This is an optimization exercise on Yosys and OpenROAD, whose aim is small area and a short achievable clock period, not a production implementation.
The RTL was checked by simulation tests, not by an equivalence proof against the original design.
Power figures rest on the tool's default switching activity, not on a simulated workload.

==> flow/design.v <==
module rf_2r1w( clk, we, wn, wd, rn1, rn2, rd1, rd2 );
	input clk, we;
	input [4:0] wn, rn1, rn2;
	input [31:0] wd;
	output [31:0] rd1, rd2;
	reg [31:0] r [31:1];
	always @( posedge clk ) begin
		if ( we )
			r[wn] <= wd;
	end
	reg [31:0] a1, a2;
	integer i;
	always @* begin
		a1 = 32'd0;
		a2 = 32'd0;
		for ( i = 1; i < 32; i = i + 1 ) begin
			a1 = a1 | ( r[i] & {32{rn1 == i}} );
			a2 = a2 | ( r[i] & {32{rn2 == i}} );
		end
	end
	assign rd1 = a1;
	assign rd2 = a2;
endmodule
module mips_single( clk, rst, imem_addr, imem_rdata, dmem_addr, dmem_wdata, dmem_re, dmem_we, dmem_rdata,
                    rf_we, rf_waddr, rf_wdata );
	input clk, rst;
	output [31:0] imem_addr;
	input  [31:0] imem_rdata;
	output [31:0] dmem_addr, dmem_wdata;
	output dmem_re, dmem_we;
	input  [31:0] dmem_rdata;
	output rf_we;
	output [4:0] rf_waddr;
	output [31:0] rf_wdata;
	reg  [31:2] pc;
	wire [31:2] pc4 = pc + 30'd1;
	wire        m_taken;
	reg  [31:2] m_target;
	always @( posedge clk ) begin
		if ( rst )
			pc <= 30'd0;
		else
			pc <= m_taken ? m_target : pc4;
	end
	assign imem_addr = { pc, 2'b00 };
	reg [31:0] d_ins;
	reg [31:2] d_pc4;
	reg        d_v;
	always @( posedge clk ) begin
		d_ins <= imem_rdata;
		d_pc4 <= pc4;
		d_v   <= ~rst;
	end
	wire [5:0]  op  = d_ins[31:26];
	wire [4:0]  rs  = d_ins[25:21];
	wire [4:0]  rt  = d_ins[20:16];
	wire [4:0]  rd  = d_ins[15:11];
	wire [15:0] imm = d_ins[15:0];
	wire [5:0]  fn  = d_ins[5:0];
	wire i_r   = ~( op[5] | op[3] | op[2] | op[1] );   
	wire i_lw  = op[5] & ~op[3];                       
	wire i_sw  = op[5] &  op[3];                       
	wire i_ori = op[3] & ~op[5];                       
	wire i_br  = op[2] & ~op[3];                       
	wire i_j   = op[1] & ~op[5];                       
	wire [4:0] wn   = i_r ? rd : rt;
	wire       wr   = d_v & ( i_r | i_ori | i_lw ) & ( wn != 5'd0 );
	wire c_sll = i_r & ~fn[5];
	wire c_log = ( i_r & fn[2] ) | i_ori;
	wire c_or  = fn[0] | i_ori;
	wire c_slt = i_r & fn[3];
	wire c_sub = ( i_r & fn[1] ) | i_br;
	wire c_imm = i_ori | op[5];
	wire c_ext = imm[15] & ~i_ori;
	wire k1 = d_v & i_br;
	wire k0 = d_v & ( i_j | ( i_br & op[0] ) );
	wire [31:2] b_tgt  = d_pc4 + { {14{imm[15]}}, imm };
	wire [31:2] target = i_j ? { d_pc4[31:28], d_ins[25:0] } : b_tgt;
	wire [31:0] rd1, rd2;
	reg         w_we;
	reg  [4:0]  w_n;
	reg  [31:0] w_data;
	rf_2r1w RF( .clk(clk), .we(w_we), .wn(w_n), .wd(w_data), .rn1(rs), .rn2(rt), .rd1(rd1), .rd2(rd2) );
	reg [31:0] e_a, e_b;
	reg [15:0] e_imm;
	reg        e_ext, e_sll, e_log, e_or, e_slt, e_sub, e_imsel;
	reg [31:2] e_target;
	reg [4:0]  e_wn;
	reg        e_we, e_lw, e_sw, e_k1, e_k0;
	always @( posedge clk ) begin
		e_a <= rd1;
		e_b <= rd2;
		e_imm <= imm;
		e_ext <= c_ext;
		e_sll <= c_sll;
		e_log <= c_log;
		e_or  <= c_or;
		e_slt <= c_slt;
		e_sub <= c_sub;
		e_imsel <= c_imm;
		e_target <= target;
		e_wn <= wn;
		if ( rst ) begin
			e_we <= 1'b0; e_lw <= 1'b0; e_sw <= 1'b0; e_k1 <= 1'b0; e_k0 <= 1'b0;
		end else begin
			e_we <= wr; e_lw <= d_v & i_lw; e_sw <= d_v & i_sw; e_k1 <= k1; e_k0 <= k0;
		end
	end
	wire [31:0] bop  = e_imsel ? { {16{e_ext}}, e_imm } : e_b;
	wire [31:0] sum  = e_sub ? ( e_a - bop ) : ( e_a + bop );
	wire [31:0] shl  = e_b << e_imm[10:6];
	wire [31:0] logv = e_or ? ( e_a | bop ) : ( e_a & bop );
	wire [31:0] res  = e_sll ? shl : e_log ? logv : e_slt ? { 31'd0, sum[31] } : sum;
	reg [31:0] m_alu, m_sd;
	reg [4:0]  m_wn;
	reg        m_we, m_lw, m_sw, m_k1, m_k0;
	always @( posedge clk ) begin
		m_alu <= res;
		m_sd  <= e_b;
		m_target <= e_target;
		m_wn <= e_wn;
		if ( rst ) begin
			m_we <= 1'b0; m_lw <= 1'b0; m_sw <= 1'b0; m_k1 <= 1'b0; m_k0 <= 1'b0;
		end else begin
			m_we <= e_we; m_lw <= e_lw; m_sw <= e_sw; m_k1 <= e_k1; m_k0 <= e_k0;
		end
	end
	assign dmem_addr  = m_alu;
	assign dmem_wdata = m_sd;
	assign dmem_re    = m_lw;
	assign dmem_we    = m_sw;
	wire m_zero = ( m_alu == 32'd0 );
	assign m_taken = m_k1 ? ( m_k0 ^ m_zero ) : m_k0;
	always @( posedge clk ) begin
		w_data <= m_lw ? dmem_rdata : m_alu;
		w_n <= m_wn;
		if ( rst )
			w_we <= 1'b0;
		else
			w_we <= m_we;
	end
	assign rf_we    = w_we;
	assign rf_waddr = w_n;
	assign rf_wdata = w_data;
endmodule
clock: 15.0 ns
lec_check: 0
cap_margin: 20
core_margin: 2
core_utilization: 40
place_density: 0.6
slew_margin: 20
run.sh (not shown) runs the stock make flow with config.mk's settings and CLKGATE_MAP_FILE= SYNTH_SCRIPT=/design/flow/synth_recipe.tcl, a recipe that flattens the netlist after the stock synthesis.
Change:
--- a/flow/design.v
+++ b/flow/design.v
@@ -82,7 +82,9 @@
 	reg  [31:0] w_data;
 	rf_2r1w RF( .clk(clk), .we(w_we), .wn(w_n), .wd(w_data), .rn1(rs), .rn2(rt), .rd1(rd1), .rd2(rd2) );
-	reg [31:0] e_a, e_b;
-	reg [15:0] e_imm;
-	reg        e_ext, e_sll, e_log, e_or, e_slt, e_sub, e_imsel;
+	wire [31:0] bsel = c_imm ? { {16{c_ext}}, imm } : rd2;
+	wire [31:0] bop  = bsel ^ {32{c_sub}};
+	reg [31:0] e_a, e_b, e_bop;
+	reg [4:0]  e_sh;
+	reg        e_cin, e_sll, e_or, e_arith, e_slt;
 	reg [31:2] e_target;
 	reg [4:0]  e_wn;
@@ -91,12 +93,11 @@
 		e_a <= rd1;
 		e_b <= rd2;
-		e_imm <= imm;
-		e_ext <= c_ext;
+		e_bop <= bop;
+		e_sh <= imm[10:6];
+		e_cin <= c_sub;
 		e_sll <= c_sll;
-		e_log <= c_log;
 		e_or  <= c_or;
+		e_arith <= ~( c_sll | c_log | c_slt );
 		e_slt <= c_slt;
-		e_sub <= c_sub;
-		e_imsel <= c_imm;
 		e_target <= target;
 		e_wn <= wn;
@@ -107,9 +108,10 @@
 		end
 	end
-	wire [31:0] bop  = e_imsel ? { {16{e_ext}}, e_imm } : e_b;
-	wire [31:0] sum  = e_sub ? ( e_a - bop ) : ( e_a + bop );
-	wire [31:0] shl  = e_b << e_imm[10:6];
-	wire [31:0] logv = e_or ? ( e_a | bop ) : ( e_a & bop );
-	wire [31:0] res  = e_sll ? shl : e_log ? logv : e_slt ? { 31'd0, sum[31] } : sum;
+	wire [32:0] sum33 = { e_a, 1'b1 } + { e_bop, e_cin };
+	wire [31:0] sum   = sum33[32:1];
+	wire [31:0] shl   = e_b << e_sh;
+	wire [31:0] logv  = e_or ? ( e_a | e_bop ) : ( e_a & e_bop );
+	wire [31:0] other = e_sll ? shl : e_slt ? 32'd0 : logv;
+	wire [31:0] res   = e_arith ? sum : { other[31:1], other[0] | ( e_slt & sum[31] ) };
 	reg [31:0] m_alu, m_sd;
 	reg [4:0]  m_wn;
=> Setup slack improved by 0.95 ns. Synthesized cell count rises by 0.38%. Clock skew hardly moves. Sequential cell count rises by 19. Area after synthesis is about the same. Global-route usage falls by 0.38 points. Count of clock-buffer cells in the layout rises by 6. Total power barely changes. Register-to-register slack improved by 2.5 ns. Routed wire length falls by 1.7%. Clock power rises by about 3%. Fmax rises by 17%. First-iteration DRC count falls by 0.60%.

[static timing again, ports no longer ideal]
The results above use ideal ports. As a check the final layouts listed here were re-extracted and re-timed, cells and wires unchanged. Step 1, drivers: a clkbuf_16 drives clk and a buf_2 each remaining input, both assumed. Step 2 moves the port delays by t, midway between the first and last clock arrival at a register: inputs arrive t later, outputs are due t later. That takes back most of the time a late clock gives input paths. a / b / c = ideal / step 1 / step 2; a / b = the first two.
| run | t (ns) | slack for setup (ns) | worst register clock-pin slew, ns | cell pins on the clock port's net |
|---|---|---|---|---|
| the first run | 0.866 | 8.340 / 8.340 / 8.340 | 0.07 / 0.07 | 1 |
| the second run | 0.866 | 9.289 / 9.209 / 10.075 | 0.07 / 0.07 | 1 |
After both steps setup and hold are still met in every run listed.
